From an optimization exercise on the open Yosys and OpenROAD flow, aimed at small area, a short achievable clock period and few clock cycles; shortcuts taken in it are not production practice. Where RTL was checked, it was by simulation tests only, not by an equivalence proof against the original. The RTL of runs 1 to 3 was laid out without a check of its function. Power is estimated from default activity; no workload was simulated.

<file path="design.v">
module SD(
    clk,
    rst_n,
    in_valid,
    in,
    out_valid,
    out
    );
input            clk, rst_n, in_valid;
input      [3:0] in;
output reg       out_valid;
output reg [3:0] out;
localparam P_IN  = 2'd0;     
localparam P_SLV = 2'd1;     
localparam P_OUT = 2'd2;     
reg  [1:0] phase;
wire       ph_in  = (phase == P_IN);
wire       ph_out = (phase == P_OUT);
reg [1:0] xo, xs, yo, ys;
wire last_x   = (xo == 2'd2) & (xs == 2'd2);
wire last_y   = (yo == 2'd2) & (ys == 2'd2);
wire first_x  = (xo == 2'd0) & (xs == 2'd0);
wire first_y  = (yo == 2'd0) & (ys == 2'd0);
wire last_in  = in_valid & last_x & last_y;      
wire is_blank = in_valid & (in == 4'd0);
wire [8:0] din;
genvar g;
generate
    for (g = 0; g < 9; g = g + 1) begin : g_din
        assign din[g] = (in == g + 1);
    end
endgenerate
reg [8:0] colr [0:8];
wire [8:0] col_old = first_y ? 9'd0 : colr[8];
integer i;
always @(posedge clk) begin
    colr[0] <= col_old | din;
    for (i = 1; i < 9; i = i + 1)
        colr[i] <= colr[i-1];
end
reg [8:0] boxm [0:2];
wire box_new = (yo == 2'd0) & (xo == 2'd0);
generate
    for (g = 0; g < 3; g = g + 1) begin : g_box
        always @(posedge clk)
            if (xs == g)
                boxm[g] <= (box_new ? 9'd0 : boxm[g]) | din;
    end
endgenerate
wire [8:0] box_old = box_new ? 9'd0 : boxm[xs];
reg [8:0] rowm;
wire [8:0] row_old = first_x ? 9'd0 : rowm;
always @(posedge clk)
    rowm <= row_old | din;
reg  [8:0] ex;               
wire [8:0] slot = {ex[7:0], 1'b1} & ~ex;
reg [8:0] cand  [0:8];       
reg [1:0] bxs   [0:8];       
reg [1:0] bxo   [0:8];
reg [8:0] inrow;             
reg [8:0] inband;            
wire [8:0] related;          
wire [8:0] new_cand = ~(col_old | box_old | row_old);
generate
    for (g = 0; g < 9; g = g + 1) begin : g_blank
        wire same_stack = (bxs[g] == xs);
        assign related[g] = inrow[g] | (inband[g] & same_stack) | (same_stack & (bxo[g] == xo));
        always @(posedge clk) begin
            if (slot[g]) begin
                cand[g]   <= new_cand;
                bxs[g]    <= xs;
                bxo[g]    <= xo;
                inrow[g]  <= ~last_x;
                inband[g] <= ~(last_x & (yo == 2'd2));
            end
            else begin
                if (related[g] & ph_in)
                    cand[g] <= cand[g] & ~din;
                if (last_x)
                    inrow[g] <= 1'b0;
                if (last_x & (yo == 2'd2))
                    inband[g] <= 1'b0;
            end
        end
    end
endgenerate
reg [35:0] relt;
generate
    for (g = 1; g < 9; g = g + 1) begin : g_rel
        always @(posedge clk)
            if (slot[g]) relt[g*(g-1)/2 +: g] <= related[g-1:0];
    end
endgenerate
reg  [8:0] val [0:8];        
reg  [9:0] cur;              
reg        retry;            
reg        fail_r;           
reg  [8:0] jmp_r;            
reg  [8:0] below;
wire [8:0] viol;
wire [8:0] jmp;
generate
    for (g = 0; g < 9; g = g + 1) begin : g_viol
        assign viol[g] = below[g] & ~|(val[g] & cand[g]);
        if (g == 0) begin : g0
            assign jmp[g] = viol[g];
        end else begin : gn
            assign jmp[g] = viol[g] & ~|viol[g-1:0];
        end
    end
endgenerate
wire any_viol = |viol;
wire [8:0] jmp_now = jmp_r & (below | cur[8:0]);
wire       do_jmp  = |jmp_now;
reg  [8:0] cand_c;
reg  [8:0] rel_c;
reg  [8:0] val_c;
always @(*) begin
    cand_c = 9'd0;
    rel_c  = 9'd0;
    val_c  = (cur[9] ? val[0] : 9'd0);
    for (i = 0; i < 9; i = i + 1) begin
        cand_c = cand_c | ({9{cur[i]}} & cand[i]);
        val_c  = val_c  | ({9{cur[i]}} & val[i]);
    end
    for (i = 1; i < 9; i = i + 1)
        rel_c  = rel_c  | ({9{cur[i]}} & ({9'd0, relt} >> (i*(i-1)/2)) & ((9'd1 << i) - 9'd1));
end
reg [8:0] used;
always @(*) begin
    used = 9'd0;
    for (i = 0; i < 8; i = i + 1)
        used = used | ({9{rel_c[i]}} & val[i]);
end
wire [8:0] above;
assign above[0] = ~retry;
generate
    for (g = 1; g < 9; g = g + 1) begin : g_above
        assign above[g] = ~retry | (|val_c[g-1:0]);
    end
endgenerate
wire [8:0] avail = cand_c & ~used & above;
wire [8:0] pick;              
assign pick[0] = avail[0];
generate
    for (g = 1; g < 9; g = g + 1) begin : g_pick
        assign pick[g] = avail[g] & ~|avail[g-1:0];
    end
endgenerate
wire found = |avail;
wire can_step = |(cur[8:0] & ex);
wire stepped  = ~ph_out & ~do_jmp & ~fail_r & can_step;
wire done = (phase == P_SLV) & cur[9] & ~fail_r & ~any_viol;
wire [8:0] jmp_below;
assign jmp_below[8] = 1'b0;
generate
    for (g = 0; g < 8; g = g + 1) begin : g_jb
        assign jmp_below[g] = |jmp_now[8:g+1];
    end
endgenerate
always @(posedge clk or negedge rst_n) begin
    if (!rst_n) begin
        cur    <= 10'd1;
        below  <= 9'd0;
        retry  <= 1'b0;
        fail_r <= 1'b0;
        jmp_r  <= 9'd0;
    end
    else begin
        fail_r <= stepped & ~found;
        jmp_r  <= ph_out ? 9'd0 : jmp;
        if (ph_out) begin
            cur   <= cur[9] ? 10'd1 : {cur[8:0], 1'b0};
            below <= 9'd0;
            retry <= 1'b0;
        end
        else if (done) begin
            cur   <= 10'd2;
            below <= 9'd0;
            retry <= 1'b0;
        end
        else if (do_jmp) begin
            cur   <= {1'b0, jmp_now};
            below <= jmp_below;
            retry <= 1'b1;
        end
        else if (fail_r) begin
            cur   <= {2'b0, cur[9:2]};
            below <= below & ~cur[9:1] & ~{1'b0, cur[9:2]};
            retry <= 1'b1;
        end
        else if (can_step) begin
            cur   <= {cur[8:0], 1'b0};
            below <= below | cur[8:0];
            retry <= 1'b0;
        end
    end
end
generate
    for (g = 0; g < 9; g = g + 1) begin : g_val
        always @(posedge clk)
            if (cur[g] & stepped)
                val[g] <= pick;
    end
endgenerate
always @(posedge clk or negedge rst_n)
    if (!rst_n) ex <= 9'd0;
    else if (done) ex <= 9'd0;
    else if (is_blank) ex <= ex | slot;
always @(posedge clk or negedge rst_n) begin
    if (!rst_n)
        phase <= P_IN;
    else case (phase)
        P_IN:    if (last_in) phase <= P_SLV;
        P_SLV:   if (done) phase <= P_OUT;
        default: if (cur[9]) phase <= P_IN;
    endcase
end
always @(posedge clk or negedge rst_n) begin
    if (!rst_n) begin
        xo <= 2'd0; xs <= 2'd0; yo <= 2'd0; ys <= 2'd0;
    end
    else if (in_valid) begin
        xo <= (xo == 2'd2) ? 2'd0 : xo + 2'd1;
        if (xo == 2'd2) begin
            xs <= (xs == 2'd2) ? 2'd0 : xs + 2'd1;
            if (xs == 2'd2) begin
                yo <= (yo == 2'd2) ? 2'd0 : yo + 2'd1;
                if (yo == 2'd2)
                    ys <= (ys == 2'd2) ? 2'd0 : ys + 2'd1;
            end
        end
    end
end
wire emit = done | (ph_out & ~cur[9]);
always @(posedge clk or negedge rst_n) begin
    if (!rst_n) begin
        out_valid <= 1'b0;
        out       <= 4'd0;
    end
    else begin
        out_valid <= emit;
        out       <= emit ? {val_c[7] | val_c[8],
                             val_c[3] | val_c[4] | val_c[5] | val_c[6],
                             val_c[1] | val_c[2] | val_c[5] | val_c[6],
                             val_c[0] | val_c[2] | val_c[4] | val_c[6] | val_c[8]} : 4'd0;
    end
end
endmodule
</file>
<file path="flow/run.sh">
#!/bin/bash
# The standard layout, with two changes to how it is made:
#  - port buffers are buf_2 cells (buffer_ports would otherwise pick a delay cell)
#  - timing repair aims past the target period (the clock period is unchanged)
set -euo pipefail
MARGIN=$(cat flow/margin.txt)
bash standard.sh finish \
  "BUFFER_PORTS_ARGS=-buffer_cell sky130_fd_sc_hd__buf_2" \
  "SETUP_SLACK_MARGIN=${MARGIN}" > standard.log 2>&1
</file>
<file path="flow/margin.txt">
5.5
</file>
<file path="standard.sh">
#!/bin/bash
# synth_recipe.tcl (not shown) runs the flow's synth.tcl, then flattens the netlist and writes it again
# the make line also repeats each setting of config.mk as NAME=value (left out here)
make -C /OpenROAD-flow-scripts/flow DESIGN_CONFIG=/design/flow/config.mk WORK_HOME=/design/flow/orfs CLKGATE_MAP_FILE= SYNTH_SCRIPT=/design/flow/synth_recipe.tcl "${@:-finish}"
</file>
<file path="config.mk">
export PLATFORM = sky130hd
export DESIGN_NAME = SD
export DESIGN_NICKNAME = SD
export VERILOG_FILES = /design/flow/design.v
export SDC_FILE = /design/flow/constraint.sdc
export NUM_CORES = 4
export LEC_CHECK = 0
export ABC_CLOCK_PERIOD_IN_PS = 3000
export CAP_MARGIN = 20
export CORE_MARGIN = 2
export CORE_UTILIZATION = 60
export CTS_BUF_LIST = sky130_fd_sc_hd__clkbuf_16
export CTS_CLUSTER_DIAMETER = 100
export CTS_CLUSTER_SIZE = 24
export SLEW_MARGIN = 20
</file>
<file path="constraint.sdc">
create_clock -name core_clock -period 8.5 [get_ports {clk}]
set_input_delay 1.7000 -clock core_clock [delete_from_list [all_inputs] [get_ports {clk}]]
set_output_delay 1.7000 -clock core_clock [all_outputs]
set_load 0.01 [all_outputs]
</file>
==> impl_metrics.env, run 1 <==
export IMPL_final_layout_size_suffix_gt1_share_pct=10.5
export IMPL_dieArea_um2=30800
export IMPL_synth_area_per_cell_um2=12.3
export IMPL_initial_utilization_pct=61.1
export IMPL_ctsHoldBuffers=0
export IMPL_slew_limit_headroom_pct=25.9
export IMPL_synth_edf_count=279
export IMPL_worstPathMaxFanout=35
export IMPL_grt_start_max_net_pins=55
export IMPL_diodes=0
export IMPL_setup_violations=0
export IMPL_synth_top_family_by_area="compound AO/OA/AOI/OAI gates"
export IMPL_hp_start="colr[3][6]"
export IMPL_synth_nets=1440
export IMPL_antenna_found_initial=2
export IMPL_skew_ns=0.0242
export IMPL_num_vias=12600
export IMPL_cts_buffers=21
export IMPL_rsz0062_at_grt="yes"
export IMPL_max_cap_violations=0
export IMPL_routabilityCongestion=1.06
export IMPL_synth_cell_types=76
export IMPL_finalCritPeriodShare_pct=34.8
export IMPL_h_tree_depth=1
export IMPL_seq_area_frac_synth_pct=65.4
export IMPL_r2r_start="cur[7]"
export IMPL_syn_inst=1428
export IMPL_wl_mm=50.9
export IMPL_max_clock_path_buffers=3
export IMPL_grt_pass1_vias=11700
export IMPL_clockRootBuffer="clkbuf_16"
export IMPL_maxSlewViolCount=0
export IMPL_port_buffers=11
export IMPL_crit_chain="buf_4 > a22o_2 > a221o_1 > a221o_1 > nor4_4 > a21oi_2 > nand3_4 > nor4b_4 > buf_4"
export IMPL_hold_viol=0
export IMPL_grt_usage_pct=32.9
export IMPL_first_pass_iters=10
export IMPL_grt_pass1_wl_mm=76.0
export IMPL_crit_path_end_kind="flip-flop"
export IMPL_ant_nets=0
export IMPL_synth_flop_cell="edfxtp_1"
export IMPL_worstMarginPinSlew_ns=1.11
export IMPL_routed_via_density=6.99
export IMPL_muxShareOfSynthArea_pct=0.802
export IMPL_rows=62
export IMPL_synthesis_area_um2=17600
export IMPL_powerDensity_nw_per_um2=264
export IMPL_dpl_cell_count=1743
export IMPL_die_w_um=175
export IMPL_worst_setup_path_type="reg -> reg"
export IMPL_overflow=0
export IMPL_initialDrtViolationCount=2376
export IMPL_io_pins=12
export IMPL_fill_cells=2199
export IMPL_synth_xor_area_share_pct=1.79
export IMPL_synthSimpleGateAreaFrac_pct=11.1
export IMPL_async_reset_ff_share_pct=12.8
export IMPL_p_leak_nw=7.00
export IMPL_worst_ir_drop_vdd_uv=346
export IMPL_clk_latency_ns=0.56
export IMPL_synth_fa_ha_area_share_pct=0.355
export IMPL_cts_tree="yes"
export IMPL_final_nets=1417
export IMPL_yosys_warnings=7
export IMPL_finalSetupTns_ns=0
export IMPL_wire_per_inst_um=28.2
export IMPL_critPathMaxStageDelay_ns=0.40
export IMPL_area_growth_syn_to_layout_pct=7.73
export IMPL_synth_compound_area_share_pct=17.5
export IMPL_crit_slowest_cell="a22o_2"
export IMPL_clock_fmax_mhz=338
export IMPL_startpoint="cur[7]"
export IMPL_status="timing/DRC/antenna clean"
export IMPL_core_area_um2=28900
export IMPL_synth_seq_cells=423
export IMPL_cts_sinks=423
export IMPL_period_minus_slack_ns=2.96
export IMPL_hpwl_mm=35.4
export IMPL_dieHeight_um=175
export IMPL_worst_ep_arrival_time_ns=3.26
export IMPL_clk_pin_slew_ns=0.09
export IMPL_hold_path_class="reg -> reg"
export IMPL_drcViolationCount=0
export IMPL_final_cells=1804
export IMPL_start_kind="flip-flop"
export IMPL_reg2reg_slack_ns=5.54
export IMPL_required_ns=8.80
[sequential cells by signal (all words and copies together), names as in the netlist, 4 cells and up]
register / count
relt: 36
inrow: 9
bxo: 18
colr: 81
inband: 9
boxm: 27
ex: 9
cur: 10
rowm: 9
jmp_r: 9
below: 9
out: 4
bxs: 18
cand: 81
val: 81
[layout make-up]
| type | instances | area (um^2) | share of cell area, % |
|---|---|---|---|
| flip-flops and latches | 423 | 11500 | 60.7 |
| well taps | 384 | 480 | 2.53 |
| inverters | 20 | 75.1 | 0.395 |
| repair buffers | 53 | 433 | 2.28 |
| multi-input cells | 886 | 5850 | 30.8 |
| clock inverters | 17 | 97.6 | 0.514 |
| clock buffers | 21 | 526 | 2.77 |
[through the flow]
step	utilization, %	hold slack, ns	total power, mW	setup slack (ns)	area [um^2]
6_report	65.8	0.328	5.02	5.54	19000
3_3_place_gp	62.0	0.310	3.89	5.01	17900
3_5_place_dp	62.1	0.312	3.94	4.85	17900
5_1_grt	65.8	0.333	5.25	5.45	19000
4_1_cts	64.9	0.332	5.02	5.38	18700
2_1_floorplan	-	0.310	3.57	5.57	17600
[where the power goes]
group / switching, mW / total (mW) / internal [mW]
combinational: 0.670 / 1.03 / 0.357
sequential: 0.254 / 2.88 / 2.63
clock: 0.627 / 1.11 / 0.487
total: 1.55 / 5.02 / 3.47
[synth_stat cells (all sizes together), types with 2 or more instances]
cell type	number	area [um^2]
or2	3	18.8
ha	5	62.6
clkbuf	66	248
nor4	9	77.6
dfrtp	53	1330
nor2	64	240
nor3b	3	22.5
a2111oi	2	36.3
dfxtp	90	1800
a32o	2	20.0
inv	20	75.1
a221oi	45	418
nor2b	9	56.3
or3	3	23.8
o41ai	2	17.5
a31oi	3	33.8
o211ai	8	60.1
edfxtp	279	8380
xnor2	34	298
xor2	2	17.5
and3	12	75.1
a22oi	73	553
nand4	16	106
o22ai	64	400
a21o	32	240
a211oi	3	22.5
a32oi	8	70.1
a22o	35	307
nor3	15	85.1
a2bb2oi	2	17.5
nand2	197	739
mux2i	4	40.0
nand2b	23	144
nand3	46	260
a21oi	40	204
a221o	9	90.1
o21ai	57	297
o21bai	9	67.6
mux2	9	101
a222oi	16	160
o31ai	5	42.5
and2	7	43.8
buf	33	218
[per-layer routing]
layer  wire, um  vias to the layer above  part of all wire, %  track usage (%)
li1           -                     5410                    -                -
met1      20500                     6200                   40             48.2
met2      22700                      824                   45             50.7
met3       5530                      178                   11             6.28
met4       2140                        2                  4.2             9.75
met5         10                        -                0.020                0
[path summary, 6_finish.rpt]
path / cells past startpoint / to
setup / recovery: 9 / val[4][7]
hold / removal: 0 / colr[4][6]
setup reg to reg: 9 / val[4][7]
hold reg to reg: 0 / colr[4][6]
max in group asynchronous: 2 / cur[5]
min in group asynchronous: 2 / ys[0]
[cells by family (layout without fill, tap and decap cells)]
| family | count (synthesis) | in the layout |
|---|---|---|
| AO/OA/AOI/OAI | 419 | 419 |
| adder cells (fa/ha/maj) | 5 | 5 |
| AND/OR/NAND/NOR | 413 | 413 |
| multiplexers | 13 | 13 |
| buffers and inverters | 119 | 111 |
| XOR/XNOR | 36 | 36 |
| flip-flops | 423 | 423 |
[placed cells by master, fill, tap and decap left out, types with 16 or more instances in the layout]
| master | netlist | routed |
|---|---|---|
| a222oi_1 | 16 | 16 |
| o22ai_1 | 64 | 64 |
| nand2b_1 | 23 | 22 |
| clkbuf_16 | 0 | 21 |
| edfxtp_1 | 279 | 279 |
| xnor2_1 | 34 | 34 |
| a21o_1 | 32 | 32 |
| inv_1 | 20 | 34 |
| a221oi_1 | 43 | 42 |
| dfxtp_1 | 90 | 90 |
| nor2_1 | 64 | 59 |
| o21ai_0 | 46 | 45 |
| a22o_1 | 35 | 34 |
| nand3_1 | 43 | 41 |
| buf_4 | 4 | 37 |
| nand2_1 | 197 | 197 |
| dfrtp_1 | 53 | 49 |
| a22oi_1 | 72 | 72 |
| a21oi_1 | 39 | 39 |
[critical path: cells and delay by family, from the launching register on]
kind            cells  cell delay, ns
flops               1            0.37
compound gates      4            1.18
simple gates        3            0.68
buf+inv             2            0.45
[timing repair]
item                       4_1_cts  5_1_grt
pin swaps                        5       14
setup endpoints to repair      262      222
setup buffers                    6       17
cloned                           0        0
resized for setup               29       26
==> inputs of run 2 (changes only) <==
--- a/design.v
+++ b/design.v
@@ -94,9 +94,16 @@
 reg  [8:0] val [0:8];        
 reg  [9:0] cur;              
 reg        retry;            
-reg        fail_r;           
+reg        ph_b;             
+reg  [8:0] avail_r;          
 reg  [8:0] jmp_r;            
-reg  [8:0] below;
+wire [8:0] below;
+assign below[0] = |cur[9:1];
+generate
+    for (g = 1; g < 9; g = g + 1) begin : g_below
+        assign below[g] = below[g-1] & ~cur[g];
+    end
+endgenerate
 wire [8:0] viol;
 wire [8:0] jmp;
 generate
@@ -140,59 +147,44 @@
     end
 endgenerate
 wire [8:0] avail = cand_c & ~used & above;
+always @(posedge clk)
+    avail_r <= avail;
 wire [8:0] pick;              
-assign pick[0] = avail[0];
+assign pick[0] = avail_r[0];
 generate
     for (g = 1; g < 9; g = g + 1) begin : g_pick
-        assign pick[g] = avail[g] & ~|avail[g-1:0];
-    end
-endgenerate
-wire found = |avail;
+        assign pick[g] = avail_r[g] & ~|avail_r[g-1:0];
+    end
+endgenerate
+wire found = |avail_r;
 wire can_step = |(cur[8:0] & ex);
-wire stepped  = ~ph_out & ~do_jmp & ~fail_r & can_step;
-wire done = (phase == P_SLV) & cur[9] & ~fail_r & ~any_viol;
-wire [8:0] jmp_below;
-assign jmp_below[8] = 1'b0;
-generate
-    for (g = 0; g < 8; g = g + 1) begin : g_jb
-        assign jmp_below[g] = |jmp_now[8:g+1];
-    end
-endgenerate
+wire stepped  = ~ph_out & ~do_jmp & ph_b;
+wire done = (phase == P_SLV) & cur[9] & ~any_viol;
 always @(posedge clk or negedge rst_n) begin
     if (!rst_n) begin
         cur    <= 10'd1;
-        below  <= 9'd0;
         retry  <= 1'b0;
-        fail_r <= 1'b0;
+        ph_b   <= 1'b0;
         jmp_r  <= 9'd0;
     end
     else begin
-        fail_r <= stepped & ~found;
         jmp_r  <= ph_out ? 9'd0 : jmp;
+        ph_b   <= ~ph_out & ~do_jmp & ~ph_b & can_step;
         if (ph_out) begin
             cur   <= cur[9] ? 10'd1 : {cur[8:0], 1'b0};
-            below <= 9'd0;
             retry <= 1'b0;
         end
         else if (done) begin
             cur   <= 10'd2;
-            below <= 9'd0;
             retry <= 1'b0;
         end
         else if (do_jmp) begin
             cur   <= {1'b0, jmp_now};
-            below <= jmp_below;
             retry <= 1'b1;
         end
-        else if (fail_r) begin
-            cur   <= {2'b0, cur[9:2]};
-            below <= below & ~cur[9:1] & ~{1'b0, cur[9:2]};
-            retry <= 1'b1;
-        end
-        else if (can_step) begin
-            cur   <= {cur[8:0], 1'b0};
-            below <= below | cur[8:0];
-            retry <= 1'b0;
+        else if (ph_b) begin
+            cur   <= found ? {cur[8:0], 1'b0} : {1'b0, cur[9:1]};
+            retry <= ~found;
         end
     end
 end
==> run 2 against run 1 <==
Register-to-register slack got worse by 0.03 ns. Die area decreased by 1.4%. Synthesized cell count decreased by 2.0%. Still clean on timing, DRC and antenna. Cell count decreased by 1.2%. Final area decreased by 1.3%. Synthesized area decreased by 1.4%. Core utilization decreased by 0.35 points. Wire length increased by 0.16%. Combinational power about the same. Sequential power about the same. Clock skew decreased by 0.0045 ns. Largest cell class unchanged. Global-route usage decreased by 0.36 points.
==> impl_metrics.env, run 2 <==
export IMPL_area_growth_syn_to_layout_pct=7.82
export IMPL_clock_fmax_mhz=334
export IMPL_seq_area_frac_synth_pct=66.1
export IMPL_initialDrtViolationCount=2300
export IMPL_status="timing/DRC/antenna clean"
export IMPL_synth_nets=1412
export IMPL_synth_top_area_cell="edfxtp_1"
export IMPL_reg_top3="cand (81), colr (81), val (81)"
export IMPL_syn_inst=1400
export IMPL_num_vias=12500
export IMPL_worstMarginPinSlew_ns=1.11
export IMPL_h_tree_depth=1
export IMPL_min_path_cells=0
export IMPL_synth_most_common_cell="edfxtp_1"
export IMPL_crit_path_end_kind="flip-flop"
export IMPL_final_cell_mix="edfxtp_1, nand2_1, dfxtp_1, a22oi_1, o22ai_1"
export IMPL_maxSlewViolCount=0
export IMPL_finalSetupTns_ns=0
export IMPL_required_ns=8.75
export IMPL_io_pins=12
export IMPL_wire_per_inst_um=28.6
export IMPL_powerDensity_nw_per_um2=265
export IMPL_grt_pass1_vias=11500
export IMPL_worst_setup_path_type="reg -> reg"
export IMPL_final_layout_size_suffix_gt1_share_pct=10.0
export IMPL_period_minus_slack_ns=2.99
export IMPL_synth_top_area_share_pct=48.2
export IMPL_initial_utilization_pct=60.7
export IMPL_start_kind="flip-flop"
export IMPL_worst_ep_arrival_time_ns=3.24
export IMPL_diodes=0
export IMPL_slew_limit_headroom_pct=25.3
export IMPL_hold_path_class="reg -> reg"
export IMPL_worst_ir_drop_vdd_uv=201
export IMPL_core_area_um2=28600
export IMPL_drcViolationCount=0
export IMPL_clk_pin_slew_ns=0.10
export IMPL_first_pass_iters=11
export IMPL_final_nets=1395
export IMPL_finalInstanceArea_um2=18700
export IMPL_max_clock_path_buffers=3
export IMPL_ant_nets=0
export IMPL_p_leak_nw=7.31
export IMPL_cts_sinks=423
export IMPL_routed_via_density=7.04
export IMPL_cts_tree="yes"
export IMPL_ctsHoldBuffers=0
export IMPL_fill_cells=2103
export IMPL_synthTopCellsByCount="edfxtp_1, nand2_1, dfxtp_1"
export IMPL_hold_viol=0
export IMPL_grt_pass1_wl_mm=74.3
export IMPL_finalCritPeriodShare_pct=35.2
export IMPL_reg2regPathDepth=8
export IMPL_rows=62
export IMPL_overflow=0
export IMPL_wl_mm=51.0
export IMPL_final_common_cell="edfxtp_1"
export IMPL_placed_area_um2=17700
export IMPL_antenna_found_initial=2
export IMPL_setup_violations=0
export IMPL_synthTopCellsByArea="edfxtp_1, dfxtp_1, dfrtp_1"
export IMPL_die_w_um=174
export IMPL_synth_seq_cells=423
export IMPL_port_buffers=11
export IMPL_routabilityCongestion=1.07
export IMPL_synth_cell_types=70
export IMPL_async_reset_ff_share_pct=10.6
export IMPL_synth_flop_cell="edfxtp_1"
export IMPL_worstPathMaxFanout=22
export IMPL_clk_latency_ns=0.55
export IMPL_whs_ns=0.319
export IMPL_grt_start_max_net_pins=46
export IMPL_dieHeight_um=174
export IMPL_skew_ns=0.0197
export IMPL_max_cap_violations=0
export IMPL_yosys_warnings=7
export IMPL_clockRootBuffer="clkbuf_16"
export IMPL_hpwl_mm=33.8
export IMPL_synth_edf_count=279
export IMPL_synthesis_area_um2=17400
export IMPL_cts_buffers=21
export IMPL_synth_area_per_cell_um2=12.4
export IMPL_dieArea_um2=30300
export IMPL_rsz0062_at_grt="yes"
export IMPL_grt_usage_pct=32.6
-- run 2: changes by cell type after synthesis, moves of 10 or more --
| cell | before | now |
|---|---|---|
| nand2_1 | 197 | 169 |
| clkbuf_1 | 66 | 85 |
| a22o_1 | 35 | 22 |
| buf_2 | 15 | 3 |
| nand3_1 | 43 | 55 |
| a22oi_1 | 72 | 83 |
| and2_1 | 7 | 17 |
| o21ai_0 | 46 | 36 |
-- run 2: layout make-up --
class                   count  area (um^2)  share of cell area, %
flip-flops and latches    423        11500                   61.3
well taps                 384          480                   2.56
repair buffers             48          412                   2.20
multi-input cells         871         5690                   30.4
clock buffers              21          526                   2.80
clock inverters            17         73.8                  0.394
inverters                  18         67.6                  0.360
-- run 2: cell families after synthesis --
family	share of synthesized area (%)
AOI/OAI and AO/OA	16.6
xor gates and xnor gates	1.81
adders and majority gates	0.360
DFF	66.1
muxes	1.07
and+or+nand+nor	11.5
buffers and inverters	2.57
-- run 2: stage by stage --
| stage | setup slack (ns) | util (%) | cells | total power [mW] |
|---|---|---|---|---|
| floorplan | 5.57 | - | 1400 | 3.55 |
| global placement | 5.10 | 61.9 | 1716 | 3.89 |
| detailed placement | 5.04 | 61.9 | 1716 | 3.92 |
| CTS | 5.47 | 64.1 | 1755 | 4.97 |
| global route | 5.45 | 65.5 | 1782 | 5.20 |
| finish | 5.51 | 65.5 | 1782 | 4.97 |
-- run 2: path summary, 6_finish.rpt --
check	slack [ns]	from	to
worst min register to register	0.32	colr[0][1]	colr[1][1]
min in group asynchronous	1.15	rst_n	xo[1]
worst max register to register	5.51	cur[1]	val[3][0]
worst max-delay path	5.51	cur[1]	val[3][0]
worst min-delay path	0.32	colr[0][1]	colr[1][1]
max in group asynchronous	6.85	rst_n	cur[5]
-- run 2: routing by layer --
metal  wire length (um)  global-route usage [%]  vias to the layer above
met5                 24                       0                        -
met3               6350                    7.66                      149
li1                   -                       -                     5353
met1              19900                    46.9                     6179
met4               1560                    8.12                        4
met2              23100                    50.6                      858
-- run 2: report_power, final --
group	internal (mW)	switching [mW]
clock network	0.457	0.628
logic	0.342	0.680
registers	2.63	0.238
total	3.43	1.55
-- run 2: what timing repair did --
item	CTS	global route
cloned	0	12
setup endpoints to repair	203	159
buffers inserted	1	15
gates resized for setup	24	37
pin swaps	1	7
-- run 2: worst max-delay path, cell delays in order (launching register included) --
cell and delay (ns):
dfrtp_2 0.54, buf_4 0.29, nor3_2 0.31, nand3_2 0.20, o221ai_2 0.17, nand4_4 0.21
nor3_4 0.38, and3_4 0.33, and2_2 0.26
==> inputs of run 3 (changes only) <==
==> flow/margin.txt (replaced) <==
5.7
==> run 3 against run 2 <==
Clock power barely moved. Critical endpoint is now cur[3]. Critical path type unchanged. Sequential share of layout area decreased by 1.1 points. Largest power group unchanged. Global-route usage up 1.6 points. Combinational power about the same. Die area unchanged. Largest cell class unchanged. Still clean.
==> impl_metrics.env, run 3 <==
export IMPL_status="timing/DRC/antenna clean"
export IMPL_switchingPower_mw=1.58
export IMPL_ctsHoldBuffers=0
export IMPL_max_cap_violations=0
export IMPL_finalCritPeriodShare_pct=33.2
export IMPL_hold_path_class="reg -> reg"
export IMPL_clockRootBuffer="clkbuf_16"
export IMPL_synth_most_common_cell="edfxtp_1"
export IMPL_final_cell_mix="edfxtp_1, nand2_1, dfxtp_1, a22oi_1, o22ai_1"
export IMPL_cts_tree="yes"
export IMPL_grt_start_max_net_pins=46
export IMPL_maxSlewViolCount=0
export IMPL_die_w_um=174
export IMPL_reg_top3="cand (81), colr (81), val (81)"
export IMPL_grt_pass1_vias=12000
export IMPL_grt_usage_pct=34.1
export IMPL_synth_area_per_cell_um2=12.4
export IMPL_rsz0062_at_grt="yes"
export IMPL_setup_violations=0
export IMPL_critPathMaxStageDelay_ns=0.46
export IMPL_pwr_share_clk_pct=21.8
export IMPL_initial_utilization_pct=60.7
export IMPL_synthTopCellsByCount="edfxtp_1, nand2_1, dfxtp_1"
export IMPL_worstPathMaxFanout=7
export IMPL_io_pins=12
export IMPL_antenna_found_initial=1
export IMPL_synth_nets=1412
export IMPL_cts_buffers=21
export IMPL_wire_per_inst_um=29.1
export IMPL_dieHeight_um=174
export IMPL_drcViolationCount=0
export IMPL_max_clock_path_buffers=3
export IMPL_pwr_share_comb_pct=20.9
export IMPL_wl_met2_mm=23.4
export IMPL_worst_ep_arrival_time_ns=3.25
export IMPL_synth_top_area_share_pct=48.2
export IMPL_routabilityCongestion=0.983
export IMPL_period_minus_slack_ns=2.82
export IMPL_syn_inst=1400
export IMPL_worstMarginPinSlew_ns=1.13
export IMPL_worst_ir_drop_vdd_uv=204
export IMPL_hold_viol=0
export IMPL_m1WireLength_mm=20.4
export IMPL_wl_mm=52.5
export IMPL_rows=62
export IMPL_start_kind="flip-flop"
export IMPL_powerDensity_nw_per_um2=263
export IMPL_synthTopCellsByArea="edfxtp_1, dfxtp_1, dfrtp_1"
export IMPL_hpwl_mm=34.0
export IMPL_final_nets=1413
export IMPL_required_ns=8.93
export IMPL_yosys_warnings=7
export IMPL_num_vias=12800
export IMPL_cts_sinks=423
export IMPL_async_reset_ff_share_pct=10.6
export IMPL_synthesis_area_um2=17400
export IMPL_skew_ns=0.0263
export IMPL_clock_fmax_mhz=354
export IMPL_clk_latency_ns=0.55
export IMPL_routed_via_density=7.09
export IMPL_slew_limit_headroom_pct=24.3
export IMPL_seq_area_frac_synth_pct=66.1
export IMPL_synth_flop_cell="edfxtp_1"
export IMPL_h_tree_depth=1
export IMPL_port_buffers=11
export IMPL_core_area_um2=28600
export IMPL_area_growth_syn_to_layout_pct=9.81
export IMPL_wl_met3_mm=6.37
export IMPL_synth_seq_cells=423
export IMPL_grt_pass1_wl_mm=77.4
export IMPL_finalSetupTns_ns=0
export IMPL_crit_chain="buf_12 > buf_4 > buf_12 > nor3_4 > nand4_1 > a211oi_4 > o31ai_4 > nand4_1 > nand2_4 > mux2_1"
export IMPL_dieArea_um2=30300
export IMPL_synth_cell_types=70
export IMPL_clk_pin_slew_ns=0.10
export IMPL_highest_layer="met4"
export IMPL_final_common_cell="edfxtp_1"
export IMPL_crit_path_end_kind="flip-flop"
export IMPL_power_mw=5.02
export IMPL_final_layout_size_suffix_gt1_share_pct=12.6
export IMPL_initialDrtViolationCount=2483
export IMPL_overflow=0
export IMPL_p_leak_nw=7.45
export IMPL_ant_nets=0
export IMPL_synth_edf_count=279
export IMPL_crit_slowest_cell="a211oi_4"
export IMPL_synth_top_area_cell="edfxtp_1"
export IMPL_p_sw_share_pct=31.5
export IMPL_first_pass_iters=11
export IMPL_p_int_mw=3.44
export IMPL_seqPwrFrac_pct=57.4
export IMPL_worst_setup_path_type="reg -> reg"
export IMPL_fill_cells=2167
==> run 3: cell count changes in the layout (fill, tap and decap cells not counted), moves of 4 or more <==
| cell | delta |
|---|---|
| nand2_2 | +4 |
| buf_4 | +13 |
| a211oi_1 | -4 |
| nand2_1 | -4 |
| nor2_1 | -7 |
| nor3_4 | +4 |
| nor2_2 | +5 |
==> run 3: critical path, delay by kind of cell, from the launching register on <==
kind	cells	cell delay, ns
AO/OA/AOI/OAI	2	0.63
AND/OR/NAND/NOR	4	0.85
multiplexers	1	0.33
flip-flops	1	0.44
buffers and inverters	3	0.44
==> run 3: repair_timing <==
item	in CTS	in global routing
buffers inserted	6	22
setup endpoints to repair	212	204
gates resized for setup	45	43
pin swaps	5	13
gates cloned	10	3
==> run 3: power groups by stage <==
stage / combinational, mW / clock (mW) / sequential, mW
after floorplan: 0.765 / 0 / 2.78
after global placement: 0.997 / 0 / 2.90
after detailed placement: 1.02 / 0 / 2.91
after CTS: 1.04 / 1.10 / 2.87
after global routing: 1.16 / 1.17 / 2.91
final: 1.05 / 1.09 / 2.88
==> run 3: layout make-up <==
| cell class | instances | area (um^2) | area share [%] |
|---|---|---|---|
| sequential | 423 | 11500 | 60.2 |
| multi-input combinational | 871 | 5840 | 30.6 |
| timing repair buffer | 66 | 596 | 3.12 |
| clock buffer | 21 | 526 | 2.75 |
| tap | 384 | 480 | 2.52 |
| clock inverter | 17 | 76.3 | 0.400 |
| inverter | 18 | 67.6 | 0.354 |
| antenna | 1 | 2.50 | 0.0131 |
==> run 3: cell families (layout without fill, tap and decap cells) <==
| group | Yosys count | in the layout | share of synthesized area [%] |
|---|---|---|---|
| AOI/OAI and AO/OA | 396 | 396 | 16.6 |
| adders and majority gates | 5 | 5 | 0.360 |
| xor gates and xnor gates | 36 | 36 | 1.81 |
| buffers and inverters | 116 | 122 | 2.57 |
| other | 0 | 1 | 0 |
| and+or+nand+nor | 407 | 417 | 11.5 |
| DFF | 423 | 423 | 66.1 |
| muxes | 17 | 17 | 1.07 |
==> run 3: metal layers <==
metal  global-route usage (%)  vias to the layer above
met5                        0                        -
met4                     11.3                        0
met3                     7.41                      179
met2                     52.2                      897
met1                     49.1                     6311
li1                         -                     5383
==> run 3: worst paths after layout <==
kind                            startpoint          to  slack (ns)  cells after the start
worst max-delay path                cur[4]      cur[3]        5.68                     10
worst min-delay path            colr[7][7]  colr[8][7]        0.32                      0
worst max register to register      cur[4]      cur[3]        5.68                     10
worst min register to register  colr[7][7]  colr[8][7]        0.32                      0
max in group asynchronous            rst_n      cur[6]        6.84                      1
min in group asynchronous            rst_n       xo[0]        1.16                      1
==> run 3: through the flow <==
step	instances	instance area, um^2	setup slack (ns)	util (%)	hold WS (ns)
2_1_floorplan	1400	17400	5.69	-	0.310
3_3_place_gp	1720	17700	5.13	62.0	0.310
3_5_place_dp	1720	17800	5.05	62.0	0.312
4_1_cts	1774	18700	5.66	65.2	0.321
5_1_grt	1800	19100	5.66	66.7	0.318
6_report	1801	19100	5.68	66.7	0.319
==> inputs of run 4 (changes only) <==
--- a/design.v
+++ b/design.v
@@ -97,13 +97,7 @@
 reg        ph_b;             
 reg  [8:0] avail_r;          
 reg  [8:0] jmp_r;            
-wire [8:0] below;
-assign below[0] = |cur[9:1];
-generate
-    for (g = 1; g < 9; g = g + 1) begin : g_below
-        assign below[g] = below[g-1] & ~cur[g];
-    end
-endgenerate
+reg  [8:0] below;
 wire [8:0] viol;
 wire [8:0] jmp;
 generate
@@ -160,9 +154,17 @@
 wire can_step = |(cur[8:0] & ex);
 wire stepped  = ~ph_out & ~do_jmp & ph_b;
 wire done = (phase == P_SLV) & cur[9] & ~any_viol;
+wire [8:0] jmp_below;
+assign jmp_below[8] = 1'b0;
+generate
+    for (g = 0; g < 8; g = g + 1) begin : g_jb
+        assign jmp_below[g] = |jmp_now[8:g+1];
+    end
+endgenerate
 always @(posedge clk or negedge rst_n) begin
     if (!rst_n) begin
         cur    <= 10'd1;
+        below  <= 9'd0;
         retry  <= 1'b0;
         ph_b   <= 1'b0;
         jmp_r  <= 9'd0;
@@ -172,18 +174,22 @@
         ph_b   <= ~ph_out & ~do_jmp & ~ph_b & can_step;
         if (ph_out) begin
             cur   <= cur[9] ? 10'd1 : {cur[8:0], 1'b0};
+            below <= 9'd0;
             retry <= 1'b0;
         end
         else if (done) begin
             cur   <= 10'd2;
+            below <= 9'd0;
             retry <= 1'b0;
         end
         else if (do_jmp) begin
             cur   <= {1'b0, jmp_now};
+            below <= jmp_below;
             retry <= 1'b1;
         end
         else if (ph_b) begin
             cur   <= found ? {cur[8:0], 1'b0} : {1'b0, cur[9:1]};
+            below <= found ? (below | cur[8:0]) : (below & ~cur[9:1]);
             retry <= ~found;
         end
     end
==> flow/margin.txt (replaced) <==
5.9
==> run 4 against run 3 <==
Highest routed layer unchanged. Largest power group unchanged. Synthesized area rose by 1.4%. Still clean. Hold slack gained 0.0050 ns. Fmax increased by 2.3%. Largest cell class unchanged. Core utilization rose by 1.5 points. Power grew 8.5%.
==> impl_metrics.env, run 4 <==
export IMPL_final_nets=1465
export IMPL_multi_input_comb_area_um2=5930
export IMPL_routed_via_density=6.99
export IMPL_whs_ns=0.324
export IMPL_drcViolationCount=0
export IMPL_cts_sinks=432
export IMPL_synth_seq_cells=432
export IMPL_pwr_share_comb_pct=21.6
export IMPL_required_ns=6.80
export IMPL_num_vias=12900
export IMPL_overflow=0
export IMPL_h_tree_depth=1
export IMPL_synth_most_common_cell="edfxtp_1"
export IMPL_synthTopCellsByArea="edfxtp_1, dfxtp_1, dfrtp_1"
export IMPL_synth_top_family_by_area="compound AO/OA/AOI/OAI gates"
export IMPL_async_reset_ff_share_pct=12.5
export IMPL_port_buffers=11
export IMPL_crit_buf_inv=1
export IMPL_initialDrtViolationCount=2284
export IMPL_dieArea_um2=30800
export IMPL_final_common_cell="edfxtp_1"
export IMPL_clk_latency_ns=0.56
export IMPL_synth_area_per_cell_um2=12.2
export IMPL_synth_flop_cell="edfxtp_1"
export IMPL_final_layout_size_suffix_gt1_share_pct=13.4
export IMPL_wire_per_inst_um=28.1
export IMPL_io_pins=12
export IMPL_worstPathMaxFanout=1
export IMPL_crit_path_end_kind="output port"
export IMPL_clockRootBuffer="clkbuf_16"
export IMPL_min_path_cells=0
export IMPL_grt_pass1_wl_mm=77.3
export IMPL_cts_tree="yes"
export IMPL_ctsHoldBuffers=0
export IMPL_setup_violations=0
export IMPL_switchingPower_mw=1.78
export IMPL_clock_fmax_mhz=362
export IMPL_ant_nets=0
export IMPL_die_w_um=175
export IMPL_reg_top3="cand (81), colr (81), val (81)"
export IMPL_p_int_mw=3.67
export IMPL_antenna_found_initial=0
export IMPL_dieHeight_um=175
export IMPL_synth_cell_types=67
export IMPL_worst_ep_arrival_time_ns=1.06
export IMPL_initial_utilization_pct=61.2
export IMPL_wl_mm=52.0
export IMPL_synth_fa_ha_area_share_pct=0.355
export IMPL_synth_xor_area_share_pct=1.79
export IMPL_seq_area_frac_synth_pct=66.5
export IMPL_seqPwrFrac_pct=58.3
export IMPL_cts_buffers=21
export IMPL_pwr_share_clk_pct=20.1
export IMPL_grt_usage_pct=33.5
export IMPL_synth_compound_area_share_pct=16.6
export IMPL_synth_top_area_cell="edfxtp_1"
export IMPL_p_sw_share_pct=32.6
export IMPL_first_pass_iters=9
export IMPL_synth_top_area_share_pct=47.6
export IMPL_grt_start_max_net_pins=55
export IMPL_worst_setup_path_type="reg -> out"
export IMPL_crit_slowest_cell="dfrtp_1"
export IMPL_diodes=0
export IMPL_critPathMaxStageDelay_ns=0.38
export IMPL_worstMarginPinSlew_ns=1.13
export IMPL_routabilityCongestion=0.985
export IMPL_powerDensity_nw_per_um2=278
export IMPL_finalSetupTns_ns=0
export IMPL_synth_nets=1452
export IMPL_hold_path_class="reg -> reg"
export IMPL_synthesis_area_um2=17600
export IMPL_rows=62
export IMPL_seqCellArea_um2=11700
export IMPL_max_cap_violations=0
export IMPL_fill_cells=2069
export IMPL_critPathTopFamily="flip-flops"
export IMPL_maxSlewViolCount=0
export IMPL_p_leak_nw=7.75
export IMPL_worst_ir_drop_vdd_uv=219
export IMPL_reg2regPathDepth=9
export IMPL_skew_ns=0.0321
export IMPL_hold_viol=0
export IMPL_start_kind="flip-flop"
export IMPL_slew_limit_headroom_pct=24.9
export IMPL_final_cell_mix="edfxtp_1, nand2_1, dfxtp_1, a22oi_1, o22ai_1"
export IMPL_crit_chain="buf_2"
export IMPL_synth_edf_count=279
export IMPL_clk_pin_slew_ns=0.10
export IMPL_hpwl_mm=33.8
export IMPL_synthTopCellsByCount="edfxtp_1, nand2_1, dfxtp_1"
export IMPL_synthSimpleGateAreaFrac_pct=12.0
export IMPL_period_minus_slack_ns=2.76
export IMPL_syn_inst=1440
export IMPL_yosys_warnings=7
export IMPL_muxShareOfSynthArea_pct=0.312
export IMPL_rsz0062_at_grt="yes"
export IMPL_finalCritPeriodShare_pct=32.5
export IMPL_status="timing/DRC/antenna clean"
export IMPL_area_growth_syn_to_layout_pct=11.4
export IMPL_power_mw=5.45
export IMPL_grt_pass1_vias=12000
export IMPL_core_area_um2=28800
export IMPL_max_clock_path_buffers=3
export IMPL_crit_cells=1
==> run 4: changes by cell type in the layout (fill, tap and decap cells not counted), sizes merged, moves of 4 or more <==
cell | before | now
nor2 | 61 | 67
mux2i | 8 | 1
a21boi | 1 | 5
dfrtp | 44 | 53
nand2 | 170 | 201
buf | 63 | 74
nor4 | 9 | 4
nor2b | 8 | 3
mux2 | 9 | 4
a21oi | 38 | 45
o311a | 5 | 0
==> run 4: path summary, 6_finish.rpt <==
check                      slack [ns]  startpoint         end
min in group asynchronous        1.28       rst_n       xo[0]
hold / removal                   0.32  colr[4][8]  colr[5][8]
max in group asynchronous        6.69       rst_n      cur[5]
setup reg to reg                 5.77      cur[7]   val[3][0]
setup / recovery                 5.74      out[0]      out[0]
hold reg to reg                  0.32  colr[4][8]  colr[5][8]
==> run 4: cell type report <==
class | count | share of cell area [%]
Tap cell | 384 | 2.45
Inverter | 17 | 0.325
Clock buffer | 21 | 2.68
Sequential cell | 432 | 59.8
Timing Repair Buffer | 77 | 4.18
Multi-Input combinational cell | 904 | 30.2
Clock inverter | 17 | 0.351
==> run 4: kinds of logic after synthesis <==
family / Yosys count
and+or+nand+nor: 443
muxes: 5
xor gates and xnor gates: 36
DFF: 432
AOI/OAI and AO/OA: 406
adders and majority gates: 5
buffers and inverters: 113
==> run 4: worst register-to-register path: stages (launching register included) <==
cell and delay (ns):
dfrtp_2 0.44, buf_12 0.13, o21a_1 0.19, or4_4 0.55, or3_4 0.41, nor3_4 0.17
buf_6 0.16, buf_12 0.11, buf_16 0.11, and2_4 0.19
==> run 4: per-layer routing <==
metal	GRT usage (%)	part of all wire [%]
met3	6.80	11
met4	10.6	4.1
met2	51.5	45
met5	0	0
met1	48.6	40
==> run 4: power by group through the flow <==
stage | Sequential, mW | Combinational, mW | Clock, mW
floorplan | 3.00 | 0.847 | 0
finish | 3.18 | 1.17 | 1.10
CTS | 3.16 | 1.13 | 1.10
global route | 3.20 | 1.30 | 1.18
global placement | 3.18 | 1.08 | 0
detailed placement | 3.20 | 1.10 | 0
==> run 4: stage by stage <==
stage,worst slack [ns],utilization (%),instance area (um^2),std cells
global placement,5.24,62.6,18000,1758
global route,5.71,68.2,19600,1852
floorplan,5.88,-,17800,1440
CTS,5.73,67.1,19300,1842
finish,5.74,68.2,19600,1852
detailed placement,5.22,62.6,18000,1758
==> run 4: what timing repair did <==
item	CTS	global route
setup endpoints to repair	266	211
hold endpoints to repair	0	0
pin swaps	14	16
buffers inserted	30	10
gates cloned	16	0
gates resized for setup	79	42
Testbench counts of run 4, summed over its fixed seeds: cycles 28,958.
==> inputs of run 5 (changes only) <==
==> flow/margin.txt (replaced) <==
5.7
==> run 5 against run 4 <==
Synthesized area stayed put. Core utilization is 2.6 points lower. Largest power group unchanged. Highest routed layer is now met5. Global-route usage is 1.0 points lower. Power is 0.90% lower. Setup slack worse by 0.0024 ns. Via count is 2.6% lower. Non-clock buffer count is 35 lower. First-iteration DRC count is 7.2% higher. Critical path depth is 3 higher. Hold slack better by 0.0026 ns. Largest cell class unchanged.
==> impl_metrics.env, run 5 <==
export IMPL_h_tree_depth=1
export IMPL_synthTopCellsByArea="edfxtp_1, dfxtp_1, dfrtp_1"
export IMPL_worst_setup_path_type="in -> reg"
export IMPL_max_cap_violations=0
export IMPL_synth_flop_cell="edfxtp_1"
export IMPL_synthTopCellsByCount="edfxtp_1, nand2_1, dfxtp_1"
export IMPL_synthesis_area_um2=17600
export IMPL_synth_most_common_cell="edfxtp_1"
export IMPL_die_w_um=175
export IMPL_dieHeight_um=175
export IMPL_cts_buffers=21
export IMPL_holdPathEnd="colr[5][0]"
export IMPL_seq_area_frac_synth_pct=66.5
export IMPL_powerDensity_nw_per_um2=286
export IMPL_initialDrtViolationCount=2449
export IMPL_port_buffers=11
export IMPL_worstPathMaxFanout=14
export IMPL_period_minus_slack_ns=2.76
export IMPL_status="timing/DRC/antenna clean"
export IMPL_num_vias=12600
export IMPL_hold_path_class="reg -> reg"
export IMPL_final_common_cell="edfxtp_1"
export IMPL_multi_input_comb_area_um2=5660
export IMPL_finalCritPeriodShare_pct=32.5
export IMPL_seqCellArea_um2=11700
export IMPL_rows=62
export IMPL_clockRootBuffer="clkbuf_16"
export IMPL_grt_usage_pct=32.5
export IMPL_r2r_end="cur[4]"
export IMPL_rsz0062_at_grt="yes"
export IMPL_hpwl_mm=33.6
export IMPL_dieArea_um2=30800
export IMPL_r2r_start="val[0][7]"
export IMPL_fill_cells=2239
export IMPL_io_pins=12
export IMPL_maxSlewViolCount=0
export IMPL_clk_pin_slew_ns=0.10
export IMPL_ant_nets=0
export IMPL_synth_top_area_share_pct=47.6
export IMPL_routabilityCongestion=1.03
export IMPL_grt_pass1_wl_mm=74.6
export IMPL_syn_inst=1440
export IMPL_synth_edf_count=279
export IMPL_synth_nets=1452
export IMPL_max_clock_path_buffers=3
export IMPL_skew_ns=0.0198
export IMPL_cts_tree="yes"
export IMPL_synth_area_per_cell_um2=12.2
export IMPL_min_path_cells=0
export IMPL_wire_per_inst_um=27.6
export IMPL_core_area_um2=28800
export IMPL_reg_top3="cand (81), colr (81), val (81)"
export IMPL_clk_latency_ns=0.55
export IMPL_reg2regPathDepth=8
export IMPL_async_reset_ff_share_pct=12.5
export IMPL_hp_start="colr[4][0]"
export IMPL_grt_pass1_vias=11800
export IMPL_start_kind="input port"
export IMPL_slew_limit_headroom_pct=26.8
export IMPL_synth_seq_cells=432
export IMPL_synth_cell_types=67
export IMPL_worst_ir_drop_vdd_uv=235
export IMPL_overflow=0
export IMPL_hold_viol=0
export IMPL_p_leak_nw=7.41
export IMPL_reg2reg_slack_ns=5.75
export IMPL_initial_utilization_pct=61.2
export IMPL_finalSetupTns_ns=0
export IMPL_synth_top_area_cell="edfxtp_1"
export IMPL_first_pass_iters=8
export IMPL_required_ns=8.76
export IMPL_worst_ep_arrival_time_ns=3.02
export IMPL_yosys_warnings=7
export IMPL_cts_sinks=432
export IMPL_power_mw=5.40
export IMPL_area_growth_syn_to_layout_pct=7.15
export IMPL_diodes=0
export IMPL_antenna_found_initial=1
export IMPL_crit_path_end_kind="flip-flop"
export IMPL_grt_start_max_net_pins=55
export IMPL_clock_fmax_mhz=362
export IMPL_final_cell_mix="edfxtp_1, nand2_1, dfxtp_1, a22oi_1"
export IMPL_wl_mm=50.2
export IMPL_setup_violations=0
export IMPL_final_nets=1429
export IMPL_routed_via_density=6.94
export IMPL_drcViolationCount=0
export IMPL_final_layout_size_suffix_gt1_share_pct=8.59
export IMPL_worstMarginPinSlew_ns=1.10
==> run 5: metrics by stage <==
step,area [um^2],worst slack (ns),cells,hold WS (ns),utilization (%)
2_1_floorplan,17600,5.69,1440,0.310,-
3_3_place_gp,18000,4.77,1763,0.310,62.5
3_5_place_dp,18000,4.71,1763,0.312,62.5
4_1_cts,18800,5.58,1812,0.328,65.2
5_1_grt,18900,5.67,1816,0.336,65.6
6_report,18900,5.74,1816,0.327,65.6
==> run 5: critical path, cell delays in order <==
cell and delay, ns:
buf_2 0.15, nand2b_1 0.23, nor3_2 0.72, o22ai_1 0.21
==> run 5: kinds of logic after synthesis <==
kind of cell               after synthesis  share of synthesized area, %
AOI/OAI and AO/OA                      406                          16.6
DFF                                    432                          66.5
xor gates and xnor gates                36                          1.79
muxes                                    5                         0.312
adders and majority gates                5                         0.355
and+or+nand+nor                        443                          12.0
buffers and inverters                  113                          2.48
==> run 5: worst max-delay path by stage <==
stage	startpoint	end	slack, ns	cells past startpoint
6_report	in[1]	cand[0][0]	5.74	4
2_1_floorplan	in[3]	cand[0][3]	5.69	4
4_1_cts	xs[0]	phase[0]	5.58	7
5_1_grt	in[1]	cand[0][0]	5.67	4
3_3_place_gp	xs[1]	phase[0]	4.77	6
3_5_place_dp	xs[1]	phase[0]	4.71	6
==> run 5: area by class of cell <==
type | instances | area share, %
multi-input combinational | 903 | 30.0
timing repair buffer | 42 | 1.90
tap | 384 | 2.55
inverter | 17 | 0.338
sequential | 432 | 62.1
clock inverter | 17 | 0.365
clock buffer | 21 | 2.78
==> run 5: where the power goes <==
part,internal (mW),switching [mW]
combinational,0.376,0.767
clock,0.456,0.638
sequential,2.81,0.352
total,3.64,1.76
==> run 5: timing repair <==
action / in CTS / in global routing
pin swaps: 5 / 6
endpoints found under the setup margin: 226 / 174
gates resized for setup: 35 / 26
hold buffers: 0 / 0
gates cloned: 6 / 2
setup buffers: 5 / 2
==> run 5: metal layers <==
metal,wire length [um],up-vias,track usage (%)
met4,1900,2,11.0
li1,-,5440,-
met1,20400,6176,47.8
met2,22400,815,49.7
met5,50,-,0
met3,5410,173,5.56
==> inputs of run 6 (changes only) <==
--- a/design.v
+++ b/design.v
@@ -92,12 +92,13 @@
     end
 endgenerate
 reg  [8:0] val [0:8];        
-reg  [9:0] cur;              
+reg  [9:1] le;
+wire [9:0] cur = {le, 1'b1} & ~{1'b0, le};
 reg        retry;            
 reg        ph_b;             
 reg  [8:0] avail_r;          
 reg  [8:0] jmp_r;            
-reg  [8:0] below;
+wire [8:0] below = le[9:1];
 wire [8:0] viol;
 wire [8:0] jmp;
 generate
@@ -154,17 +155,16 @@
 wire can_step = |(cur[8:0] & ex);
 wire stepped  = ~ph_out & ~do_jmp & ph_b;
 wire done = (phase == P_SLV) & cur[9] & ~any_viol;
-wire [8:0] jmp_below;
-assign jmp_below[8] = 1'b0;
-generate
-    for (g = 0; g < 8; g = g + 1) begin : g_jb
-        assign jmp_below[g] = |jmp_now[8:g+1];
+wire [9:1] jmp_le;
+assign jmp_le[9] = 1'b0;
+generate
+    for (g = 1; g < 9; g = g + 1) begin : g_jl
+        assign jmp_le[g] = |jmp_now[8:g];
     end
 endgenerate
 always @(posedge clk or negedge rst_n) begin
     if (!rst_n) begin
-        cur    <= 10'd1;
-        below  <= 9'd0;
+        le     <= 9'd0;
         retry  <= 1'b0;
         ph_b   <= 1'b0;
         jmp_r  <= 9'd0;
@@ -173,23 +173,19 @@
         jmp_r  <= ph_out ? 9'd0 : jmp;
         ph_b   <= ~ph_out & ~do_jmp & ~ph_b & can_step;
         if (ph_out) begin
-            cur   <= cur[9] ? 10'd1 : {cur[8:0], 1'b0};
-            below <= 9'd0;
+            le    <= le[9] ? 9'd0 : {le[8:1], 1'b1};
             retry <= 1'b0;
         end
         else if (done) begin
-            cur   <= 10'd2;
-            below <= 9'd0;
+            le    <= 9'd1;
             retry <= 1'b0;
         end
         else if (do_jmp) begin
-            cur   <= {1'b0, jmp_now};
-            below <= jmp_below;
+            le    <= jmp_le;
             retry <= 1'b1;
         end
         else if (ph_b) begin
-            cur   <= found ? {cur[8:0], 1'b0} : {1'b0, cur[9:1]};
-            below <= found ? (below | cur[8:0]) : (below & ~cur[9:1]);
+            le    <= found ? {le[8:1], 1'b1} : {1'b0, le[9:2]};
             retry <= ~found;
         end
     end
==> flow/margin.txt (replaced) <==
5.5
==> run 6 against run 5 <==
Critical path depth up 4. Synthesized cell count decreased by 2.6%. Non-clock buffer count down 1. Register-to-register slack got worse by 0.20 ns. Clock power about the same.
==> impl_metrics.env, run 6 <==
export IMPL_status="timing/DRC/antenna clean"
export IMPL_initial_utilization_pct=60.5
export IMPL_final_cell_mix="edfxtp_1, nand2_1, dfxtp_1, a22oi_1, nor2_1"
export IMPL_routed_via_density=6.92
export IMPL_critPathMaxStageDelay_ns=0.63
export IMPL_first_pass_iters=9
export IMPL_seq_area_frac_synth_pct=66.5
export IMPL_worst_ir_drop_vdd_uv=251
export IMPL_dieHeight_um=173
export IMPL_synth_top_area_cell="edfxtp_1"
export IMPL_die_w_um=173
export IMPL_rsz0062_at_grt="yes"
export IMPL_area_growth_syn_to_layout_pct=6.84
export IMPL_max_clock_path_buffers=3
export IMPL_wire_per_inst_um=28.2
export IMPL_slew_limit_headroom_pct=28.1
export IMPL_hold_viol=0
export IMPL_reg_top3="cand (81), colr (81), val (81)"
export IMPL_cts_buffers=21
export IMPL_crit_chain="a22o_1 > a221oi_1 > nand4_1 > nand3_1 > nor3_1 > buf_4 > nor2_1 > nor2_1"
export IMPL_finalSetupTns_ns=0
export IMPL_clock_fmax_mhz=339
export IMPL_cts_sinks=422
export IMPL_synth_most_common_cell="edfxtp_1"
export IMPL_clk_pin_slew_ns=0.11
export IMPL_worstMarginPinSlew_ns=1.08
export IMPL_synth_edf_count=279
export IMPL_wl_mm=50.0
export IMPL_crit_slowest_cell="a221oi_1"
export IMPL_cp_common_cell="nor2_1"
export IMPL_routabilityCongestion=0.992
export IMPL_crit_path_end_kind="flip-flop"
export IMPL_clk_latency_ns=0.57
export IMPL_drcViolationCount=0
export IMPL_worst_setup_path_type="reg -> reg"
export IMPL_setup_violations=0
export IMPL_hpwl_mm=34.3
export IMPL_powerDensity_nw_per_um2=405
export IMPL_period_minus_slack_ns=2.95
export IMPL_dieArea_um2=30100
export IMPL_final_common_cell="edfxtp_1"
export IMPL_grt_start_max_net_pins=32
export IMPL_clockRootBuffer="clkbuf_16"
export IMPL_grt_pass1_vias=11500
export IMPL_final_layout_size_suffix_gt1_share_pct=8.59
export IMPL_startpoint="val[3][5]"
export IMPL_synth_nets=1415
export IMPL_worst_ep_arrival_time_ns=3.38
export IMPL_finalCritPeriodShare_pct=34.7
export IMPL_synth_seq_cells=422
export IMPL_initialDrtViolationCount=2039
export IMPL_synthTopCellsByCount="edfxtp_1, nand2_1, dfxtp_1"
export IMPL_r2r_start="val[3][5]"
export IMPL_grt_pass1_wl_mm=74.6
export IMPL_cts_tree="yes"
export IMPL_required_ns=8.93
export IMPL_num_vias=12300
export IMPL_rows=62
export IMPL_overflow=0
export IMPL_start_kind="flip-flop"
export IMPL_port_buffers=11
export IMPL_core_area_um2=28500
export IMPL_h_tree_depth=1
export IMPL_synthTopCellsByArea="edfxtp_1, dfxtp_1, dfrtp_1"
export IMPL_yosys_warnings=7
export IMPL_syn_inst=1403
export IMPL_synth_top_area_share_pct=48.6
export IMPL_whs_ns=0.305
export IMPL_hold_path_class="reg -> reg"
export IMPL_async_reset_ff_share_pct=10.4
export IMPL_max_cap_violations=0
export IMPL_synthesis_area_um2=17200
export IMPL_dpl_cell_count=1727
export IMPL_worstPathMaxFanout=13
export IMPL_synth_area_per_cell_um2=12.3
export IMPL_synth_flop_cell="edfxtp_1"
export IMPL_p_leak_nw=7.08
export IMPL_hp_start="colr[0][1]"
export IMPL_final_cells=1770
export IMPL_antenna_found_initial=1
export IMPL_grt_usage_pct=33.2
export IMPL_io_pins=12
export IMPL_synth_cell_types=64
export IMPL_maxSlewViolCount=0
export IMPL_diodes=0
export IMPL_skew_ns=0.0384
export IMPL_fill_cells=2212
export IMPL_ant_nets=0
export IMPL_final_nets=1383
run 6: cell types whose count changed after synthesis, moves of 8 or more:
| cell | before | now |
|---|---|---|
| a221oi_1 | 41 | 32 |
| and3_1 | 13 | 5 |
| a31oi_1 | 5 | 13 |
| a21oi_1 | 45 | 29 |
| dfrtp_1 | 53 | 44 |
| and2_1 | 14 | 4 |
| nand2_1 | 201 | 185 |
| buf_2 | 1 | 11 |
| a22oi_1 | 86 | 72 |
| nor2b_1 | 3 | 16 |
run 6: power by group:
part,switching [mW],internal (mW)
logic,1.83,1.00
clock network,0.647,0.458
registers,0.572,2.94
run 6: cell families (layout without fill, tap and decap cells):
| group | count (synthesis) | count (layout) | synth area share (%) |
|---|---|---|---|
| and+or+nand+nor | 437 | 437 | 11.9 |
| DFF | 422 | 422 | 66.5 |
| AOI/OAI and AO/OA | 372 | 372 | 15.8 |
| buffers and inverters | 118 | 101 | 2.74 |
| xor gates and xnor gates | 36 | 36 | 1.83 |
| muxes | 13 | 13 | 0.792 |
| adders and majority gates | 5 | 5 | 0.363 |
run 6: timing repair:
action	in CTS	in global routing
gates resized for setup	18	10
setup buffers	1	4
hold buffers	0	0
pin swaps	2	2
endpoints found under the setup margin	191	68
run 6: layout make-up:
cell class	instances	area, um^2	area share, %
Clock buffer	21	526	2.85
Inverter	22	82.6	0.449
Clock inverter	17	76.3	0.415
Sequential cell	422	11500	62.3
Timing Repair Buffer	41	313	1.70
Multi-Input combinational cell	863	5460	29.7
Tap cell	384	480	2.61
run 6: worst paths after layout:
path / endpoint / slack (ns) / cells past startpoint
setup / recovery: out[1] / 5.55 / 8
hold / removal: colr[1][1] / 0.30 / 0
setup reg to reg: out[1] / 5.55 / 8
hold reg to reg: colr[1][1] / 0.30 / 0
max in group asynchronous: le[7] / 6.76 / 2
min in group asynchronous: ex[3] / 1.17 / 1
run 6: critical path, delay by kind of cell (launching register included):
family / cells / cell delay, ns
buffers and inverters: 1 / 0.20
AOI/OAI and AO/OA: 2 / 0.91
DFF: 1 / 0.49
and+or+nand+nor: 5 / 1.23
run 6: through the flow:
| stage | setup slack (ns) | instance area [um^2] | utilization (%) | total power, mW |
|---|---|---|---|---|
| 2_1_floorplan | 5.58 | 17200 | - | 5.19 |
| 3_3_place_gp | 4.43 | 17600 | 61.8 | 6.14 |
| 3_5_place_dp | 4.12 | 17600 | 62.0 | 6.19 |
| 4_1_cts | 5.50 | 18300 | 64.3 | 7.31 |
| 5_1_grt | 5.34 | 18400 | 64.7 | 7.80 |
| 6_report | 5.55 | 18400 | 64.7 | 7.45 |
run 6: per-layer routing:
layer,track usage (%),share of wire (%),vias up
li1,-,-,5263
met1,48.0,41,6062
met2,49.5,44,753
met3,7.83,11,170
met4,12.0,4.2,2
met5,0,0.026,-
Testbench counts of run 6, summed over its fixed seeds: cycles 28,958.
==> inputs of run 7 (changes only) <==
==> flow/margin.txt (replaced) <==
5.7
==> run 7 against run 6 <==
Clock power barely moved. Setup slack improved by 0.19 ns. Critical path depth fell by 7. Highest routed layer unchanged. Synthesized area did not move. Global-route usage grew 0.36 points.
==> impl_metrics.env, run 7 <==
export IMPL_status="timing/DRC/antenna clean"
export IMPL_synth_nets=1415
export IMPL_overflow=0
export IMPL_max_cap_violations=0
export IMPL_worstPathMaxFanout=1
export IMPL_die_w_um=173
export IMPL_pwr_share_clk_pct=14.5
export IMPL_critPathMaxStageDelay_ns=0.38
export IMPL_crit_slowest_cell="dfrtp_1"
export IMPL_clk_latency_ns=0.56
export IMPL_whs_ns=0.317
export IMPL_wl_mm=50.4
export IMPL_required_ns=6.80
export IMPL_r2r_start="le[5]"
export IMPL_h_tree_depth=1
export IMPL_max_clock_path_buffers=3
export IMPL_yosys_warnings=7
export IMPL_drcViolationCount=0
export IMPL_p_sw_share_pct=40.7
export IMPL_synth_cell_types=64
export IMPL_period_minus_slack_ns=2.76
export IMPL_crit_end="out[0]"
export IMPL_async_reset_ff_share_pct=10.4
export IMPL_slew_limit_headroom_pct=25.0
export IMPL_area_growth_syn_to_layout_pct=7.92
export IMPL_first_pass_iters=11
export IMPL_hold_viol=0
export IMPL_clk_pin_slew_ns=0.10
export IMPL_pwr_share_comb_pct=38.6
export IMPL_cts_sinks=422
export IMPL_grt_start_max_net_pins=45
export IMPL_core_area_um2=28500
export IMPL_startpoint="out[0]"
export IMPL_wire_per_inst_um=28.3
export IMPL_start_kind="flip-flop"
export IMPL_routed_via_density=6.93
export IMPL_synth_top_area_share_pct=48.6
export IMPL_grt_pass1_wl_mm=75.1
export IMPL_crit_path_end_kind="output port"
export IMPL_hold_path_class="reg -> reg"
export IMPL_seq_area_frac_synth_pct=66.5
export IMPL_crit_cells=1
export IMPL_ant_nets=0
export IMPL_synth_flop_cell="edfxtp_1"
export IMPL_clock_fmax_mhz=362
export IMPL_dieArea_um2=30100
export IMPL_worst_ep_arrival_time_ns=1.06
export IMPL_final_cell_mix="edfxtp_1, nand2_1, dfxtp_1, a22oi_1, nor2_1"
export IMPL_min_path_cells=0
export IMPL_final_common_cell="edfxtp_1"
export IMPL_cts_tree="yes"
export IMPL_skew_ns=0.0274
export IMPL_critPathTopFamily="flip-flops"
export IMPL_finalInstanceArea_um2=18600
export IMPL_ctsHoldBuffers=0
export IMPL_p_int_mw=4.45
export IMPL_initialDrtViolationCount=2206
export IMPL_synth_area_per_cell_um2=12.3
export IMPL_placed_area_um2=17600
export IMPL_crit_buf_inv=1
export IMPL_fill_cells=2177
export IMPL_synth_most_common_cell="edfxtp_1"
export IMPL_synthTopCellsByArea="edfxtp_1, dfxtp_1, dfrtp_1"
export IMPL_routabilityCongestion=1.04
export IMPL_r2r_end="avail_r[6]"
export IMPL_finalCritPeriodShare_pct=32.5
export IMPL_power_mw=7.51
export IMPL_reg2reg_slack_ns=5.76
export IMPL_dpl_cell_count=1732
export IMPL_antenna_found_initial=1
export IMPL_cts_buffers=21
export IMPL_grt_usage_pct=33.5
export IMPL_final_nets=1396
export IMPL_io_pins=12
export IMPL_final_layout_size_suffix_gt1_share_pct=10.3
export IMPL_num_vias=12400
export IMPL_seqPwrFrac_pct=46.9
export IMPL_maxSlewViolCount=0
export IMPL_synth_seq_cells=422
export IMPL_powerDensity_nw_per_um2=404
export IMPL_synthTopCellsByCount="edfxtp_1, nand2_1, dfxtp_1"
export IMPL_port_buffers=11
export IMPL_syn_inst=1403
export IMPL_dieHeight_um=173
export IMPL_worstMarginPinSlew_ns=1.12
export IMPL_worst_ir_drop_vdd_uv=248
export IMPL_synthesis_area_um2=17200
export IMPL_reg2regPathDepth=8
export IMPL_switchingPower_mw=3.05
export IMPL_final_cells=1783
export IMPL_diodes=0
export IMPL_reg_top3="cand (81), colr (81), val (81)"
export IMPL_rows=62
export IMPL_finalSetupTns_ns=0
export IMPL_worst_setup_path_type="reg -> out"
export IMPL_rsz0062_at_grt="yes"
export IMPL_p_leak_nw=7.16
export IMPL_setup_violations=0
export IMPL_crit_chain="buf_2"
export IMPL_synth_top_area_cell="edfxtp_1"
export IMPL_grt_pass1_vias=11600
export IMPL_synth_edf_count=279
export IMPL_clockRootBuffer="clkbuf_16"
export IMPL_initial_utilization_pct=60.5
export IMPL_hpwl_mm=35.2
[run 7: cell counts after synthesis]
No cell type changed its count.
[run 7: worst min-delay path by stage]
stage          startpoint    endpoint  slack (ns)
6_report       colr[2][5]  colr[3][5]        0.32
2_1_floorplan  colr[0][0]  colr[1][0]        0.31
4_1_cts        colr[2][5]  colr[3][5]        0.32
5_1_grt        colr[2][5]  colr[3][5]        0.33
3_3_place_gp   colr[7][3]  colr[8][3]        0.31
3_5_place_dp   colr[2][6]  colr[3][6]        0.31
[run 7: power by group through the flow]
stage	Clock, mW	Sequential, mW	Combinational (mW)
after CTS	1.09	3.48	2.75
final	1.09	3.52	2.90
after global routing	1.17	3.55	3.11
after detailed placement	0	3.52	2.67
after global placement	0	3.50	2.62
after floorplan	0	3.19	2.00
[run 7: layout make-up]
| type | count | area (um^2) | share of cell area, % |
|---|---|---|---|
| Multi-Input combinational cell | 863 | 5550 | 29.8 |
| Tap cell | 384 | 480 | 2.58 |
| Clock buffer | 21 | 526 | 2.83 |
| Inverter | 22 | 82.6 | 0.444 |
| Timing Repair Buffer | 54 | 400 | 2.15 |
| Sequential cell | 422 | 11500 | 61.8 |
| Clock inverter | 17 | 73.8 | 0.397 |
[run 7: kinds of logic after synthesis]
logic type,after synthesis,synth area share (%)
and+or+nand+nor,437,11.9
adders and majority gates,5,0.363
DFF,422,66.5
AOI/OAI and AO/OA,372,15.8
xor gates and xnor gates,36,1.83
buffers and inverters,118,2.74
muxes,13,0.792
[run 7: per-stage QoR]
step	setup WS [ns]	utilization, %
CTS	5.68	64.7
global route	5.69	65.3
floorplan	5.64	-
global placement	4.66	61.9
detailed placement	4.40	62.0
finish	5.74	65.3
[run 7: what timing repair did]
action                                  in CTS  in global routing
buffers inserted                             4                  9
endpoints found under the setup margin     206                174
pin swaps                                    2                  6
resized for setup                           31                 27
[run 7: routing by layer]
metal / routed length (um) / track usage (%) / vias to the layer above / part of all wire (%)
met5: 13 / 0 / - / 0.026
met3: 6070 / 7.98 / 176 / 12
met1: 20000 / 48.0 / 6011 / 40
met2: 22200 / 50.5 / 868 / 44
met4: 2120 / 12.4 / 2 / 4.2
li1: - / - / 5302 / -
